Context: an optimization exercise on an open-source flow, tuned for small area. The choices shown serve that exercise and are no tape-out recipe.
The RTL was checked by simulation tests, not by an equivalence proof against the original design.
Power and IR drop assume default switching activity.

## v44
## top_module
module top_module(
    input clk,
    rst,
    floor_0_p,
    floor_1_p,
    floor_2_p,
    floor_3_p,
    floor_4_p,
    direction_1,
    direction_2,
    direction_3,
    floor_0_d,
    floor_1_d,
    floor_2_d,
    floor_3_d,
    floor_4_d,
    output led_inside_0,
    led_inside_1,
    led_inside_2,
    led_inside_3,
    led_inside_4,
    led_outside_0,
    led_outside_1,
    led_outside_2,
    led_outside_3,
    led_outside_4,
    led_busy,
    a_out,b_out,c_out,d_out,e_out,f_out,g_out,p_out,
    output [7:0]an
);
    wire tick;
    wire [4:0] rise;
    wire [4:0] disp;
    clk_divider divider(.clk_in(clk), .rst_n(rst), .tick(tick));
    debouncer pb0(.clk(clk), .en(tick), .rst_n(rst), .noisy_in(floor_0_p), .rise(rise[0]));
    debouncer pb1(.clk(clk), .en(tick), .rst_n(rst), .noisy_in(floor_1_p), .rise(rise[1]));
    debouncer pb2(.clk(clk), .en(tick), .rst_n(rst), .noisy_in(floor_2_p), .rise(rise[2]));
    debouncer pb3(.clk(clk), .en(tick), .rst_n(rst), .noisy_in(floor_3_p), .rise(rise[3]));
    debouncer pb4(.clk(clk), .en(tick), .rst_n(rst), .noisy_in(floor_4_p), .rise(rise[4]));
    elevator elev(
        .clk(clk), .rst(rst), .tick(tick), .rise(rise),
  ...
Size in the first run: about 440 cells after synthesis, roughly 91 flip-flops, about 42 I/O pins.
clock: 10.0 ns
lec_check: 0
cap_margin: 20
core_margin: 2
core_utilization: 40
cts_buf_list: sky130_fd_sc_hd__clkbuf_8
cts_cluster_diameter: 300
cts_cluster_size: 24
place_density: 0.6
slew_margin: 20
standard.sh (not shown) runs the stock make flow with config.mk's settings and CLKGATE_MAP_FILE= SYNTH_SCRIPT=/design/flow/synth_recipe.tcl, a recipe that flattens the netlist after the stock synthesis.
==> flow/flow/run.sh <==
#!/bin/bash
# The standard layout (standard.sh) with two changes:
#  - ABC maps the logic with an area-oriented script (flow/abc_area.script);
#    everything else in synthesis, the flip-flop mapping included, is the
#    standard synthesis (synth_recipe.tcl), so the registers are the same.
#    Yosys's full/half-adder extraction is skipped (ADDER_MAP_FILE empty), so
#    ABC sees the adders' logic as plain gates.
#  - the port buffers are made from the smallest buffer cell.
set -euo pipefail
W=$PWD
cat > "$W/synth_area.tcl" <<EOF
proc abc {args} {
  set i [lsearch \$args -script]
  if {\$i >= 0} { lset args [expr {\$i+1}] $W/flow/abc_area.script }
  yosys abc {*}\$args
}
source $W/synth_recipe.tcl
EOF
export BUFFER_PORTS_ARGS="-buffer_cell sky130_fd_sc_hd__buf_1"
bash standard.sh SYNTH_SCRIPT="$W/synth_area.tcl" ADDER_MAP_FILE= finish > standard.log 2>&1
==> flow/flow/abc_area.script <==
strash
&get -n
&deepsyn -T 20 -S 7
&put
dch -f
amap
topo
Setup changes, v44 to v48
==> flow/flow/run.sh <==
#!/bin/bash
# The standard layout (standard.sh) with two changes:
#  - ABC maps the logic with an area-oriented script (flow/abc_area.script);
#    everything else in synthesis, the flip-flop mapping included, is the
#    standard synthesis (synth_recipe.tcl), so the registers are the same.
#  - the port buffers are made from the smallest buffer cell.
set -euo pipefail
W=$PWD
cat > "$W/synth_area.tcl" <<EOF
proc abc {args} {
  set i [lsearch \$args -script]
  if {\$i >= 0} { lset args [expr {\$i+1}] $W/flow/abc_area.script }
  yosys abc {*}\$args
}
source $W/synth_recipe.tcl
EOF
export BUFFER_PORTS_ARGS="-buffer_cell sky130_fd_sc_hd__buf_1"
bash standard.sh SYNTH_SCRIPT="$W/synth_area.tcl" finish > standard.log 2>&1
==> flow/flow/abc_area.script <==
strash
dch
amap
topo
dnsize
-- flow/config.mk --
<<< v44, line 9
export CORE_MARGIN = 2
export CORE_UTILIZATION = 40
export CTS_BUF_LIST = sky130_fd_sc_hd__clkbuf_8
export CTS_CLUSTER_DIAMETER = 300
export CTS_CLUSTER_SIZE = 24
export PLACE_DENSITY = 0.6
export SLEW_MARGIN = 20
>>> v48, line 9
export CORE_MARGIN = 2
export CORE_UTILIZATION = 40
export CTS_BUF_LIST = sky130_fd_sc_hd__clkbuf_16
export CTS_CLUSTER_DIAMETER = 200
export CTS_CLUSTER_SIZE = 30
export PLACE_DENSITY = 0.6
export SLEW_MARGIN = 20
## What came out
a_out as the capturing element of the worst setup path was reported by v44, and elev.Lig_All[4] by v48.
Global-route wire length before repair in v48 is 14% higher than in v44
First-iteration DRC count (v48 / v44): 1.6
Changes observed in v48 relative to v44: clock share of power up 3.9 points, worst setup skew after layout saw a decrease, minimum clock period moved up.
The final layouts of v44 and v48 pass the timing, DRC and antenna checks.
> inputs changed (v48 -> v46)
-- flow/config.mk --
<<< v48, line 9
export CORE_MARGIN = 2
export CORE_UTILIZATION = 40
export CTS_BUF_LIST = sky130_fd_sc_hd__clkbuf_16
export CTS_CLUSTER_DIAMETER = 200
export CTS_CLUSTER_SIZE = 30
export PLACE_DENSITY = 0.6
export SLEW_MARGIN = 20
>>> v46, line 9
export CORE_MARGIN = 2
export CORE_UTILIZATION = 40
export CTS_BUF_LIST = sky130_fd_sc_hd__clkbuf_8
export PLACE_DENSITY = 0.6
export SLEW_MARGIN = 20
==> notes.md <==
Re clock-cell share of area: v46 is 1.7 points down on v48.
[compare] base=v48 new=v46: cell internal power dissipation moved down, peak clock frequency supported by timing moved down.
Here is what was changed in the inputs of v39 compared with v46.
==> flow/flow/run.sh <==
#!/bin/bash
# The standard layout (standard.sh) with these changes:
#  - ABC maps the logic with an area-oriented script (&deepsyn, then dch and
#    amap), tried with a few random seeds; the smallest result is kept.
#    Everything else in synthesis, the flip-flop mapping included, is the
#    standard synthesis (synth_recipe.tcl), so the registers are the same.
#    Yosys's full/half-adder extraction is skipped (ADDER_MAP_FILE empty), so
#    ABC sees the adders' logic as plain gates.
#  - the port buffers are made from the smallest buffer cell.
#  - clock tree synthesis adds no dummy loads.
set -euo pipefail
W=$PWD
mkdir -p "$W/abc"
cat > "$W/synth_area.tcl" <<EOF
proc abc {args} {
  set i [lsearch \$args -script]
  set lib [lindex \$args [expr {[lsearch \$args -liberty] + 1}]]
  yosys design -save pre_abc
  set best ""
  foreach seed {7 11 2} {
    yosys design -load pre_abc
    set f $W/abc/seed\$seed.script
    set fh [open \$f w]
    puts \$fh "strash\n&get -n\n&deepsyn -T 20 -S \$seed\n&put\ndch -f\namap\ntopo"
    close \$fh
    lset args [expr {\$i + 1}] \$f
    yosys abc {*}\$args
    yosys tee -q -o $W/abc/stat\$seed.txt stat -liberty \$lib
    set fh [open $W/abc/stat\$seed.txt r]; set txt [read \$fh]; close \$fh
    regexp {Chip area for module [^:]*: ([0-9.]+)} \$txt -> a
    puts "abc seed \$seed: area \$a"
    if {\$best eq "" || \$a < \$best} { set best \$a; yosys design -save best_abc }
  }
  yosys design -load best_abc
}
source $W/synth_recipe.tcl
EOF
export BUFFER_PORTS_ARGS="-buffer_cell sky130_fd_sc_hd__buf_1"
export CTS_ARGS="-sink_clustering_enable -repair_clock_nets -buf_list sky130_fd_sc_hd__clkbuf_4 -root_buf sky130_fd_sc_hd__clkbuf_8 -sink_clustering_size 8 -sink_clustering_max_diameter 60 -dont_use_dummy_load"
bash standard.sh SYNTH_SCRIPT="$W/synth_area.tcl" ADDER_MAP_FILE= finish > standard.log 2>&1
removed: flow/flow/abc_area.script
[summary]
Delta (v39 minus v46): post-route clock period utilization shrank by 12 points, share of total power in combinational logic grew by 1.9 points, quantity of gates resized following cts held steady, number of fill cells in the layout shrank by 75, number of standard-cell rows in the floorplan shrank by 2.8%. Comparing average via count per standard cell for v39 and v46, the smaller number came from v46. Relative to v46, the critical path buffer and inverter count of v39 is lower by 2. v39 ends up with a share of total power in the clock network that is 5.9 points lower than in v46. v39 vs v46 — placed instance area dropped by a few percent. Cell with the largest stage delay on the worst path = dfxtp_1: v39; cell with the largest stage delay on the worst path = o32ai_1: v46.
#### Input delta (v57 over v39)
==> flow/flow/run.sh <==
#!/bin/bash
# The standard layout (standard.sh) with two changes:
#  - ABC maps the logic with an area-oriented script (flow/abc_area.script);
#    everything else in synthesis, the flip-flop mapping included, is the
#    standard synthesis (synth_recipe.tcl), so the registers are the same.
#    Yosys's full/half-adder extraction is skipped (ADDER_MAP_FILE empty), so
#    ABC sees the adders' logic as plain gates.
#  - the port buffers are made from the smallest buffer cell.
set -euo pipefail
W=$PWD
cat > "$W/synth_area.tcl" <<EOF
proc abc {args} {
  set i [lsearch \$args -script]
  if {\$i >= 0} { lset args [expr {\$i+1}] $W/flow/abc_area.script }
  yosys abc {*}\$args
}
source $W/synth_recipe.tcl
EOF
export BUFFER_PORTS_ARGS="-buffer_cell sky130_fd_sc_hd__buf_1"
bash standard.sh SYNTH_SCRIPT="$W/synth_area.tcl" ADDER_MAP_FILE= finish > standard.log 2>&1
==> flow/flow/abc_area.script (new file) <==
strash
&get -n
&deepsyn -T 20 -S 7
&put
dch -f
amap
topo
Results
- NOTE via count v39->v57 increased by a few percent
- Compared with v39, in v57 critical path depth went up 16; net switching power went up about 18%; post-route cell area went up 130 um2.
- v57 ends up with a met1 track demand over resource in global routing that is 1.7 points higher than in v39.
- The run showing the smaller global-route usage over all layers is v39.
- The sequential share of layout area reported for v57 is smaller than that of v39 by 1.5 points.
- Changes observed in v57 relative to v39: area enclosed by the die boundary increased by 1.4% relative to the old numbers, part of the total power dissipated in the clock network increased by 6.7 points relative to the old numbers, portion of the clock cycle consumed by the worst path in the final layout increased by 5.3 points relative to the old numbers.
- Data required time at the worst endpoint: v57 vs v39 up 2.30 ns

[separate check: timing with driven ports]
No port has a modelled driver above. Below, the same layouts with a new extraction and two added sets of constraints. Step 1 assumes that a clkbuf_16 drives the clock port and a buf_2 every other input. Step 2, shift: input delay + t, output delay - t, t = (earliest + latest rising clock arrival at the registers) / 2. This alone moves slack from input paths to output paths. Three values: ideal ports, drivers, drivers and shift; two values: the first two.
run	shift t [ns]	setup slack, ns	hold WS [ns]
v44	0.383	5.854 / 5.823 / 5.880	0.378 / 0.378 / 0.378
v48	0.366	4.806 / 4.806 / 4.806	0.379 / 0.379 / 0.379
v46	0.386	4.710 / 4.710 / 4.710	0.387 / 0.387 / 0.387
v39	0.371	5.870 / 5.839 / 5.878	0.364 / 0.364 / 0.364
v57	0.387	5.344 / 5.344 / 5.344	0.375 / 0.375 / 0.375
After both steps setup and hold are still met in every run listed.
